Source: an optimization exercise on an open RTL-to-GDS flow (aim: small area, a short achievable clock period and few clock cycles). Production flows keep margins and buffers that such runs may drop.
Where RTL was checked, it was by simulation tests only, not by an equivalence proof against the original.
The flow treats the clock pin as an ideal source, which a real chip does not have.
Power and IR drop assume default switching activity.

Setup of birch:
==> flow/design.v (excerpt) <==
module FinalCPU(
	output	wire	[31:0]	imem_addr,
	output	wire			wb_valid,
	output	wire	[4:0]	wb_addr,
	output	wire	[31:0]	wb_data,
	input	wire	[31:0]	imem_data,
	input	wire			rst,
	input	wire			clk
);
	reg [29:0] pc;
	always @(posedge clk) begin
		if (rst) pc <= 30'd0;
		else     pc <= pc + 30'd1;
	end
	assign imem_addr = {pc, 2'b00};
	reg [31:0] ir;
	reg        d_valid;
	reg [3:0]  rs_lo, rt_lo;
	reg [7:0]  rs_hi, rt_hi;
	always @(posedge clk) begin
		ir      <= imem_data;
		d_valid <= !rst;
		rs_lo   <= 4'b0001 << imem_data[22:21];
		rs_hi   <= 8'b00000001 << imem_data[25:23];
		rt_lo   <= 4'b0001 << imem_data[17:16];
		rt_hi   <= 8'b00000001 << imem_data[20:18];
	end
	wire [5:0] op    = ir[31:26];
	wire [4:0] rs    = ir[25:21];
	wire [4:0] rt    = ir[20:16];
	wire [4:0] rd    = ir[15:11];
	wire [4:0] shamt = ir[10:6];
	wire [5:0] fn    = ir[5:0];
	wire [15:0] imm  = ir[15:0];
	wire is_r    = (op == 6'h00);
	wire is_addi = (op == 6'h0C);
	wire is_subi = (op == 6'h0D);
	wire is_sw   = (op == 6'h10);
	wire is_lw   = (op == 6'h11);
  ...
==> module DM_Bank, before the edit <==
module DM_Bank(
	output [7:0] q,
	input        fwd_next,
	input  [6:0] base_reg,
	input  [6:0] base_wb,
	input  [6:0] off,	 
	input  [7:0] d,
	input        we,
	input        clk
);
	reg fwd;
	always @(posedge clk) fwd <= fwd_next;
	wire [6:0] nbase;
	genvar m;
	generate
		for (m = 0; m < 7; m = m + 1) begin : bm
			g_mux2i g(.a0(base_reg[m]), .a1(base_wb[m]), .s(fwd), .y(nbase[m]));
		end
	endgenerate
	wire [31:0] sel;
	DM_RowSel rowsel(.sel(sel), .nbase(nbase), .off(off));
	reg  [7:0] M  [0:31];
	wire [7:0] Md [0:31];
	integer i;
	always @(posedge clk) begin
		for (i = 0; i < 32; i = i + 1)
			M[i] <= Md[i];
	end
	genvar r, b;
	generate
		for (r = 0; r < 32; r = r + 1) begin : wr
			wire wen, nwen;
			g_and2  ge(.a(we), .b(sel[r]), .y(wen));
			g_nand2 gn(.a(we), .b(sel[r]), .y(nwen));
			for (b = 0; b < 8; b = b + 1) begin : bb
				g_ao22 m(.a(wen), .b(d[b]), .c(nwen), .d(M[r][b]), .y(Md[r][b]));
			end
		end
	endgenerate
	genvar j, k;
	generate
		for (j = 0; j < 8; j = j + 1) begin : bits
			wire [31:0] col;
			for (k = 0; k < 32; k = k + 1) begin : rows
				assign col[k] = M[k][j];
			end
			g_ao32 rd(.sel(sel), .d(col), .y(q[j]));
		end
	endgenerate
endmodule
==> module g_ao22, before the edit <==
module g_ao22(input a, input b, input c, input d, output y);
	assign y = (a & b) | (c & d);
endmodule
==> module g_and2, before the edit <==
module g_and2(input a, input b, output y);
	assign y = a & b;
endmodule
==> module RF, before the edit <==
module RF(
	output [31:0] src_data,
	output [31:0] tar_data,	 
	input  [4:0]  src_addr,
	input  [4:0]  tar_addr,
	input  [3:0]  src_lo,	 
	input  [7:0]  src_hi,
	input  [3:0]  tar_lo,
	input  [7:0]  tar_hi,
	input         tar_use,
	input  [31:0] tar_alt,
	input  [4:0]  dst_addr,
	input  [31:0] dst_data,
	input         reg_write,	 
	input         clk
);
	reg  [31:0] R  [1:31];
	wire [31:0] Rd [1:31];
	wire [31:1] we, nwe;
	integer i;
	always @(posedge clk) begin
		for (i = 1; i < 32; i = i + 1)
			R[i] <= Rd[i];
	end
	wire [31:1] ssel, tsel;
	RF_Dec dec_s(.lo(src_lo), .hi(src_hi), .sel(ssel));
	RF_Dec dec_t(.lo(tar_lo), .hi(tar_hi), .sel(tsel));
	wire byp_s = reg_write && (dst_addr == src_addr);
	wire byp_t = reg_write && (dst_addr == tar_addr);
	wire en_s = !byp_s;
	wire en_t = tar_use && !byp_t;
	wire [31:0] nz_s = ~({32{byp_s}} & dst_data);
	wire [31:0] nz_t = ~(({32{tar_use && byp_t}} & dst_data) | ({32{!tar_use}} & tar_alt));
	genvar j, k;
	generate
		for (k = 1; k < 32; k = k + 1) begin : wr
			assign we[k] = reg_write && (dst_addr == k);
			assign nwe[k] = !we[k];
			for (j = 0; j < 32; j = j + 1) begin : b
				g_ao22 m(.a(we[k]), .b(dst_data[j]), .c(nwe[k]), .d(R[k][j]), .y(Rd[k][j]));
			end
		end
		for (j = 0; j < 32; j = j + 1) begin : bits
			wire [31:1] col;
			for (k = 1; k < 32; k = k + 1) begin : regs
				assign col[k] = R[k][j];
			end
			g_ao31 rs(.sel(ssel), .d(col), .en(en_s), .nz(nz_s[j]), .y(src_data[j]));
			g_ao31 rt(.sel(tsel), .d(col), .en(en_t), .nz(nz_t[j]), .y(tar_data[j]));
		end
	endgenerate
endmodule
Settings: LEC_CHECK=0, CAP_MARGIN=20, CORE_MARGIN=2, CORE_UTILIZATION=50, CTS_CLUSTER_DIAMETER=80, CTS_CLUSTER_SIZE=24, SETUP_SLACK_MARGIN=5, SLEW_MARGIN=60, SYNTH_HIERARCHICAL=1, SYNTH_MINIMUM_KEEP_SIZE=0, TNS_END_PERCENT=0; clock period 8.0 ns.
standard.sh (not shown) runs the stock make flow with config.mk's settings and CLKGATE_MAP_FILE= SYNTH_SCRIPT=/design/flow/synth_recipe.tcl, a recipe that flattens the netlist after the stock synthesis.
==> flow/flow/run.sh <==
#!/bin/bash
# Layout flow: the standard flow with three extra steps, run through
# ORFS's step hooks:
#  - before floorplanning (flow/downsize.tcl): each combinational cell goes
#    back to its smallest size; timing repair then upsizes where needed;
#  - before clock-tree synthesis (flow/io_buffers.tcl): the port buffers get a
#    plain buffer cell;
#  - at the end of global routing (flow/post_grt.tcl): a second timing repair
#    of all endpoints within 0.15 ns of the worst.
# Each step's full output goes to a log file here.
set -euo pipefail
W=$(pwd)
bash standard.sh synth > synth.log 2>&1
bash standard.sh floorplan PRE_FLOORPLAN_TCL="$W/flow/downsize.tcl" > floorplan.log 2>&1
bash standard.sh place > place.log 2>&1
bash standard.sh cts PRE_CTS_TCL="$W/flow/io_buffers.tcl" > cts.log 2>&1
bash standard.sh grt POST_GLOBAL_ROUTE_TCL="$W/flow/post_grt.tcl" > grt.log 2>&1
bash standard.sh finish > layout.log 2>&1
test -f out/final.def
Other scripts of this flow, unchanged in this note and not shown: flow/flow/downsize.tcl, flow/flow/io_buffers.tcl, flow/flow/post_grt.tcl
Inputs modified between birch and pine:
diff --git a/flow/design.v b/flow/design.v
--- a/flow/design.v
+++ b/flow/design.v
@@ -191,26 +191,14 @@
 		end
 	endgenerate
 	wire [31:0] sel;
 	DM_RowSel rowsel(.sel(sel), .nbase(nbase), .off(off));
-	reg  [7:0] M  [0:31];
-	wire [7:0] Md [0:31];
+	reg [7:0] M [0:31];
 	integer i;
 	always @(posedge clk) begin
 		for (i = 0; i < 32; i = i + 1)
-			M[i] <= Md[i];
+			if (we && sel[i]) M[i] <= d;
 	end
-	genvar r, b;
-	generate
-		for (r = 0; r < 32; r = r + 1) begin : wr
-			wire wen, nwen;
-			g_and2  ge(.a(we), .b(sel[r]), .y(wen));
-			g_nand2 gn(.a(we), .b(sel[r]), .y(nwen));
-			for (b = 0; b < 8; b = b + 1) begin : bb
-				g_ao22 m(.a(wen), .b(d[b]), .c(nwen), .d(M[r][b]), .y(Md[r][b]));
-			end
-		end
-	endgenerate
 	genvar j, k;
 	generate
 		for (j = 0; j < 8; j = j + 1) begin : bits
 			wire [31:0] col;
@@ -271,20 +259,14 @@
 endmodule
 module g_aoi222(input a, input b, input c, input d, input e, input f, output y);
 	assign y = ~((a & b) | (c & d) | (e & f));
 endmodule
-module g_ao22(input a, input b, input c, input d, output y);
-	assign y = (a & b) | (c & d);
-endmodule
 module g_aoi21(input a, input b, input c, output y);
 	assign y = ~((a & b) | c);
 endmodule
 module g_oai21(input a, input b, input c, output y);
 	assign y = ~((a | b) & c);
 endmodule
-module g_and2(input a, input b, output y);
-	assign y = a & b;
-endmodule
 module g_nand2(input a, input b, output y);
 	assign y = ~(a & b);
 endmodule
 module g_nand3(input a, input b, input c, output y);
@@ -360,15 +342,13 @@
 	input  [31:0] dst_data,
 	input         reg_write,	 
 	input         clk
 );
-	reg  [31:0] R  [1:31];
-	wire [31:0] Rd [1:31];
-	wire [31:1] we, nwe;
+	reg [31:0] R [1:31];
 	integer i;
 	always @(posedge clk) begin
 		for (i = 1; i < 32; i = i + 1)
-			R[i] <= Rd[i];
+			if (reg_write && dst_addr == i) R[i] <= dst_data;
 	end
 	wire [31:1] ssel, tsel;
 	RF_Dec dec_s(.lo(src_lo), .hi(src_hi), .sel(ssel));
 	RF_Dec dec_t(.lo(tar_lo), .hi(tar_hi), .sel(tsel));
@@ -379,15 +359,8 @@
 	wire [31:0] nz_s = ~({32{byp_s}} & dst_data);
 	wire [31:0] nz_t = ~(({32{tar_use && byp_t}} & dst_data) | ({32{!tar_use}} & tar_alt));
 	genvar j, k;
 	generate
-		for (k = 1; k < 32; k = k + 1) begin : wr
-			assign we[k] = reg_write && (dst_addr == k);
-			assign nwe[k] = !we[k];
-			for (j = 0; j < 32; j = j + 1) begin : b
-				g_ao22 m(.a(we[k]), .b(dst_data[j]), .c(nwe[k]), .d(R[k][j]), .y(Rd[k][j]));
-			end
-		end
 		for (j = 0; j < 32; j = j + 1) begin : bits
 			wire [31:1] col;
 			for (k = 1; k < 32; k = k + 1) begin : regs
 				assign col[k] = R[k][j];
--- outcome ---
pine vs birch — biggest cell delay along the critical path rose 0.09 ns.
Where worst slack after detailed placement is concerned, birch is outperformed by pine.
pine vs birch on post-synthesis area per instance: pine is the higher one.
Relative to birch, fraction of met2 tracks used by global routing decreased by 9.2 points in pine.
birch -> pine: synthesized area increased by a few percent
[diff] area of all placed cells without fillers, pine relative to birch: improvement
The higher core utilization of birch and pine is in birch.
On setup slack of the worst register-to-register path: pine sits above birch.
pine vs birch on power density over the cells: pine is the higher one.
Testbench counts of pine, summed over its fixed seeds: cycles 4,616.
No functional check of the RTL was part of birch.


FinalCPU, a different RTL version from the one above (not shown whole).
Size in the first run: ~6300 cells after synthesis.
==> module g_aoi222, before the edit <==
module g_aoi222(input a, input b, input c, input d, input e, input f, output y);
	assign y = ~((a & b) | (c & d) | (e & f));
endmodule
==> module g_ao31, before the edit <==
module g_ao31(input [31:1] sel, input [31:1] d, input en, input nz, output y);
	wire [10:0] n1;
	wire [2:0]  n2;
	wire [1:0]  n3;
	genvar i;
	generate
		for (i = 0; i < 10; i = i + 1) begin : l1
			g_aoi222 g(.a(sel[3*i+1]), .b(d[3*i+1]), .c(sel[3*i+2]), .d(d[3*i+2]),
				.e(sel[3*i+3]), .f(d[3*i+3]), .y(n1[i]));
		end
	endgenerate
	g_nand2 l1x(.a(sel[31]), .b(d[31]), .y(n1[10]));
	g_nand4 l2a(.a(n1[0]), .b(n1[1]), .c(n1[2]), .d(n1[3]), .y(n2[0]));
	g_nand4 l2b(.a(n1[4]), .b(n1[5]), .c(n1[6]), .d(n1[7]), .y(n2[1]));
	g_nand3 l2c(.a(n1[8]), .b(n1[9]), .c(n1[10]), .y(n2[2]));
	g_aoi22 l3a(.a(n2[0]), .b(en), .c(n2[1]), .d(en), .y(n3[0]));
	g_nand2 l3b(.a(n2[2]), .b(en), .y(n3[1]));
	g_nand3 l4(.a(n3[0]), .b(n3[1]), .c(nz), .y(y));
endmodule
==> module FinalCPU, before the edit <==
module FinalCPU(
	output	wire	[31:0]	imem_addr,
	output	wire			wb_valid,
	output	wire	[4:0]	wb_addr,
	output	wire	[31:0]	wb_data,
	input	wire	[31:0]	imem_data,
	input	wire			rst,
	input	wire			clk
);
	reg [29:0] pc;
	always @(posedge clk) begin
		if (rst) pc <= 30'd0;
		else     pc <= pc + 30'd1;
	end
	assign imem_addr = {pc, 2'b00};
	reg [31:0] ir;
	reg        d_valid;
	always @(posedge clk) begin
		ir      <= imem_data;
		d_valid <= !rst;
	end
	wire [5:0] op    = ir[31:26];
	wire [4:0] rs    = ir[25:21];
	wire [4:0] rt    = ir[20:16];
	wire [4:0] rd    = ir[15:11];
	wire [4:0] shamt = ir[10:6];
	wire [5:0] fn    = ir[5:0];
	wire [15:0] imm  = ir[15:0];
	wire is_r    = (op == 6'h00);
	wire is_addi = (op == 6'h0C);
	wire is_subi = (op == 6'h0D);
	wire is_sw   = (op == 6'h10);
	wire is_lw   = (op == 6'h11);
	wire f_add = is_r && (fn == 6'h0B);
	wire f_sub = is_r && (fn == 6'h0D);
	wire f_or  = is_r && (fn == 6'h25);
	wire f_srl = is_r && (fn == 6'h02);
	wire [4:0] d_dst = is_r ? rd : rt;
	wire d_wen = d_valid && (is_r || is_addi || is_subi || is_lw) && (d_dst != 5'd0);
	wire d_use_rt = is_r || is_sw;
	reg [31:0] e_a, e_b;
	reg [4:0]  e_shamt;
	reg [6:0]  e_off0, e_off1, e_off2, e_off3;
	reg        e_addsub, e_sub, e_or, e_srl, e_ld;
	reg        e_wen, e_sw;
	reg [4:0]  e_dst;
	wire        w_wen;
	wire [4:0]  w_dst;
	wire [31:0] w_data;
	wire [31:0] rs_val, rt_val;	 
	RF Register_File(
		.src_data(rs_val),
		.tar_data(rt_val),
		.src_addr(rs),
		.tar_addr(rt),
		.tar_use(d_use_rt),
		.tar_alt({{16{imm[15]}}, imm}),
		.dst_addr(w_dst),
		.dst_data(w_data),
		.reg_write(w_wen),
		.clk(clk)
	);
	always @(posedge clk) begin
		e_a     <= rs_val;
		e_b     <= rt_val;
		e_shamt <= shamt;
		e_off0  <= imm[6:0] + 7'd3;
		e_off1  <= imm[6:0] + 7'd2;
		e_off2  <= imm[6:0] + 7'd1;
		e_off3  <= imm[6:0];
		e_addsub <= f_add || f_sub || is_addi || is_subi;
		e_sub   <= f_sub || is_subi;
		e_or    <= f_or;
		e_srl   <= f_srl;
		e_ld    <= is_lw;
		e_dst   <= d_dst;
		if (rst) begin
			e_wen <= 1'b0;
			e_sw  <= 1'b0;
		end
		else begin
			e_wen <= d_wen;
			e_sw  <= d_valid && is_sw;
		end
	end
	wire [31:0] w_fwd;
	wire [31:0] result;
	wire [31:0] na, nb;
	wire d_fa = e_wen && (e_dst == rs);
	wire d_fb = d_use_rt && e_wen && (e_dst == rt);
	genvar i;
	generate
		for (i = 0; i < 32; i = i + 8) begin : fwd
			Fwd_Mux8 ma(.y(na[i+7:i]), .a0(e_a[i+7:i]), .a1(w_fwd[i+7:i]), .s_next(d_fa), .clk(clk));
			Fwd_Mux8 mb(.y(nb[i+7:i]), .a0(e_b[i+7:i]), .a1(w_fwd[i+7:i]), .s_next(d_fb), .clk(clk));
		end
	endgenerate
	wire [31:0] sum, srl, orv;
	ALU_AddSub adder(
		.sum(sum),
		.a_reg(e_a),
		.b_reg(e_b),
		.wb(w_fwd),
		.fa_next(d_fa),
		.fb_next(d_fb),
		.sub(e_sub),
		.clk(clk)
	);
	ALU_Shr shifter(.y(srl), .na(na), .sh(e_shamt));
	generate
		for (i = 0; i < 32; i = i + 1) begin : orb
			g_nand2 go(.a(na[i]), .b(nb[i]), .y(orv[i]));	 
		end
	endgenerate
	wire [7:0] q [0:3];
	wire [3:0] oh;
	DM Data_Memory(
		.base_fwd_next(d_fa),
		.base_reg(e_a[6:0]),
		.base_wb(w_fwd[6:0]),
		.nbase_lo(na[1:0]),
		.q0(q[0]),
		.q1(q[1]),
		.q2(q[2]),
		.q3(q[3]),
		.oh(oh),
		.nwrite_data(nb),
		.off0(e_off0),
		.off1(e_off1),
		.off2(e_off2),
		.off3(e_off3),
		.mem_write(e_sw),
		.clk(clk)
	);
	wire [3:0] l = {4{e_ld}} & oh;
	generate
		for (i = 0; i < 32; i = i + 1) begin : res
			localparam integer K = 3 - i / 8;
			ALU_ResBit rb(
				.y(result[i]),
				.as(e_addsub), .sum(sum[i]),
				.orr(e_or), .orv(orv[i]),
				.srl(e_srl), .shf(srl[i]),
				.l0(l[0]), .q0(q[(0 + K) % 4][i % 8]),
				.l1(l[1]), .q1(q[(1 + K) % 4][i % 8]),
				.l2(l[2]), .q2(q[(2 + K) % 4][i % 8]),
				.l3(l[3]), .q3(q[(3 + K) % 4][i % 8])
			);
		end
	endgenerate
	Fwd_Reg Forward_Register(.q(w_fwd), .d(result), .clk(clk));
	Out_Reg Output_Register(
		.wb_valid(w_wen),
		.wb_addr(w_dst),
		.wb_data(w_data),
		.valid_in(!rst && e_wen),
		.addr_in(e_dst),
		.data_in(result),
		.clk(clk)
	);
	assign wb_valid = w_wen;
	assign wb_addr  = w_dst;
	assign wb_data  = w_data;
endmodule
export LEC_CHECK = 0
export CAP_MARGIN = 20
export CORE_MARGIN = 2
export CORE_UTILIZATION = 55
export CTS_CLUSTER_DIAMETER = 80
export CTS_CLUSTER_SIZE = 24
export SETUP_SLACK_MARGIN = 5
export SLEW_MARGIN = 20
export SYNTH_HIERARCHICAL = 1
export SYNTH_MINIMUM_KEEP_SIZE = 0
export TNS_END_PERCENT = 0
create_clock -name core_clock -period 8.0 [get_ports {clk}]
==> flow/flow/run.sh <==
#!/bin/bash
# Layout flow: the standard flow, with one extra step before floorplanning
# (flow/downsize.tcl, run by ORFS's PRE_FLOORPLAN_TCL hook) that returns each
# combinational cell to its smallest size; timing repair then upsizes where
# needed. Each step's full output goes to a log file here.
set -euo pipefail
W=$(pwd)
bash standard.sh synth > synth.log 2>&1
bash standard.sh floorplan PRE_FLOORPLAN_TCL="$W/flow/downsize.tcl" > floorplan.log 2>&1
bash standard.sh finish > layout.log 2>&1
test -f out/final.def
==> flow/flow/downsize.tcl <==
# Swap each combinational cell (not buffers, inverters or flip-flops) for the
# smallest-area cell of the same function and footprint family. Synthesis maps
# the small gate modules of this design one at a time and sizes each for an
# assumed load; the timing repair that follows upsizes where timing needs it.
set swapped 0
set saved 0.0
foreach inst [get_cells *] {
  set lc [get_lib_cells -of_objects $inst]
  set name [get_name $lc]
  if {![regexp {^sky130_fd_sc_hd__([a-z0-9]+)_([0-9]+)$} $name -> base drive]} { continue }
  if {[regexp {^(df|edf|sdf|dl|sdl|buf|inv|clk|conb|tap|fill|decap|dly|probe|lpflow|ebuf|einv|bufinv|bufbuf|macro|diode)} $base]} { continue }
  set best $lc
  set best_area [get_property $lc area]
  foreach cand [get_lib_cells sky130_fd_sc_hd__${base}_*] {
    if {![regexp "^sky130_fd_sc_hd__${base}_\[0-9\]+\$" [get_name $cand]]} { continue }
    if {[get_property $cand dont_use]} { continue }
    set a [get_property $cand area]
    if {$a < $best_area} { set best $cand; set best_area $a }
  }
  if {$best ne $lc} {
    set saved [expr {$saved + [get_property $lc area] - $best_area}]
    replace_cell $inst $best
    incr swapped
  }
}
puts "downsize: swapped $swapped cells, saved [format %.1f $saved] um2"
Testbench counts at the start, summed over its fixed seeds: cycles 4,616.
==> next run, changes <==
--- a/flow/design.v
+++ b/flow/design.v
@@ -229,11 +229,8 @@
 endmodule
 module g_aoi22(input a, input b, input c, input d, output y);
 	assign y = ~((a & b) | (c & d));
 endmodule
-module g_aoi222(input a, input b, input c, input d, input e, input f, output y);
-	assign y = ~((a & b) | (c & d) | (e & f));
-endmodule
 module g_aoi21(input a, input b, input c, output y);
 	assign y = ~((a & b) | c);
 endmodule
 module g_oai21(input a, input b, input c, output y);
@@ -281,24 +278,24 @@
 	endgenerate
 	g_nand2 l4(.a(n3[0]), .b(n3[1]), .y(y));
 endmodule
 module g_ao31(input [31:1] sel, input [31:1] d, input en, input nz, output y);
-	wire [10:0] n1;
-	wire [2:0]  n2;
+	wire [15:0] n1;
+	wire [3:0]  n2;
 	wire [1:0]  n3;
 	genvar i;
 	generate
-		for (i = 0; i < 10; i = i + 1) begin : l1
-			g_aoi222 g(.a(sel[3*i+1]), .b(d[3*i+1]), .c(sel[3*i+2]), .d(d[3*i+2]),
-				.e(sel[3*i+3]), .f(d[3*i+3]), .y(n1[i]));
+		for (i = 0; i < 15; i = i + 1) begin : l1
+			g_aoi22 g(.a(sel[2*i+1]), .b(d[2*i+1]), .c(sel[2*i+2]), .d(d[2*i+2]), .y(n1[i]));
+		end
+		for (i = 0; i < 4; i = i + 1) begin : l2
+			g_nand4 g(.a(n1[4*i]), .b(n1[4*i+1]), .c(n1[4*i+2]), .d(n1[4*i+3]), .y(n2[i]));
+		end
+		for (i = 0; i < 2; i = i + 1) begin : l3
+			g_aoi22 g(.a(n2[2*i]), .b(en), .c(n2[2*i+1]), .d(en), .y(n3[i]));
 		end
 	endgenerate
-	g_nand2 l1x(.a(sel[31]), .b(d[31]), .y(n1[10]));
-	g_nand4 l2a(.a(n1[0]), .b(n1[1]), .c(n1[2]), .d(n1[3]), .y(n2[0]));
-	g_nand4 l2b(.a(n1[4]), .b(n1[5]), .c(n1[6]), .d(n1[7]), .y(n2[1]));
-	g_nand3 l2c(.a(n1[8]), .b(n1[9]), .c(n1[10]), .y(n2[2]));
-	g_aoi22 l3a(.a(n2[0]), .b(en), .c(n2[1]), .d(en), .y(n3[0]));
-	g_nand2 l3b(.a(n2[2]), .b(en), .y(n3[1]));
+	g_nand2 l1x(.a(sel[31]), .b(d[31]), .y(n1[15]));
 	g_nand3 l4(.a(n3[0]), .b(n3[1]), .c(nz), .y(y));
 endmodule
 module RF(
 	output [31:0] src_data,
@@ -361,14 +358,10 @@
 		if (rst) pc <= 30'd0;
 		else     pc <= pc + 30'd1;
 	end
 	assign imem_addr = {pc, 2'b00};
-	reg [31:0] ir;
-	reg        d_valid;
-	always @(posedge clk) begin
-		ir      <= imem_data;
-		d_valid <= !rst;
-	end
+	wire [31:0] ir = imem_data;
+	wire        d_valid = !rst;
 	wire [5:0] op    = ir[31:26];
 	wire [4:0] rs    = ir[25:21];
 	wire [4:0] rt    = ir[20:16];
 	wire [4:0] rd    = ir[15:11];
The changed run passed the timing, DRC and antenna checks; worst hold slack improved by 0.048 ns; routed wire length came out lower by about 3%; first-iteration DRC count came out lower by about 18%; core utilization came out lower by 0.60 points; design area came out lower by 0.48%.
Only the layout flow was run in the second run of this note; the RTL was not checked for function there.

-- port drivers added, routing unchanged --
No port has a modelled driver above. Below, the same layouts with a new extraction and two added sets of constraints. Step 1 assumes that a clkbuf_16 drives the clock port and a buf_2 every other input. Step 2, shift: input delay + t, output delay - t, t = (earliest + latest rising clock arrival at the registers) / 2. This alone moves slack from input paths to output paths. Three values: ideal ports, drivers, drivers and shift; two values: the first two.
| run | shift t [ns] | setup WS [ns] | latest minus earliest clock arrival (ns) | worst register clock-pin slew, ns |
|---|---|---|---|---|
| birch | 0.934 | 4.744 / 4.744 / 4.744 | 0.049 / 0.048 | 0.10 / 0.10 |
| pine | 0.908 | 4.847 / 4.822 / 4.828 | 0.065 / 0.065 | 0.10 / 0.10 |
| the first run of note 2 | 0.911 | 4.705 / 4.705 / 4.705 | 0.051 / 0.051 | 0.11 / 0.11 |
| the second run of note 2 | 0.895 | 4.524 / 4.590 / 3.695 | 0.061 / 0.061 | 0.10 / 0.10 |
After both steps setup and hold are still met in every run listed. The setup slack of the second run of note 2, which loses most, moves by +0.066 ns with the drivers and by -0.829 ns with both steps.
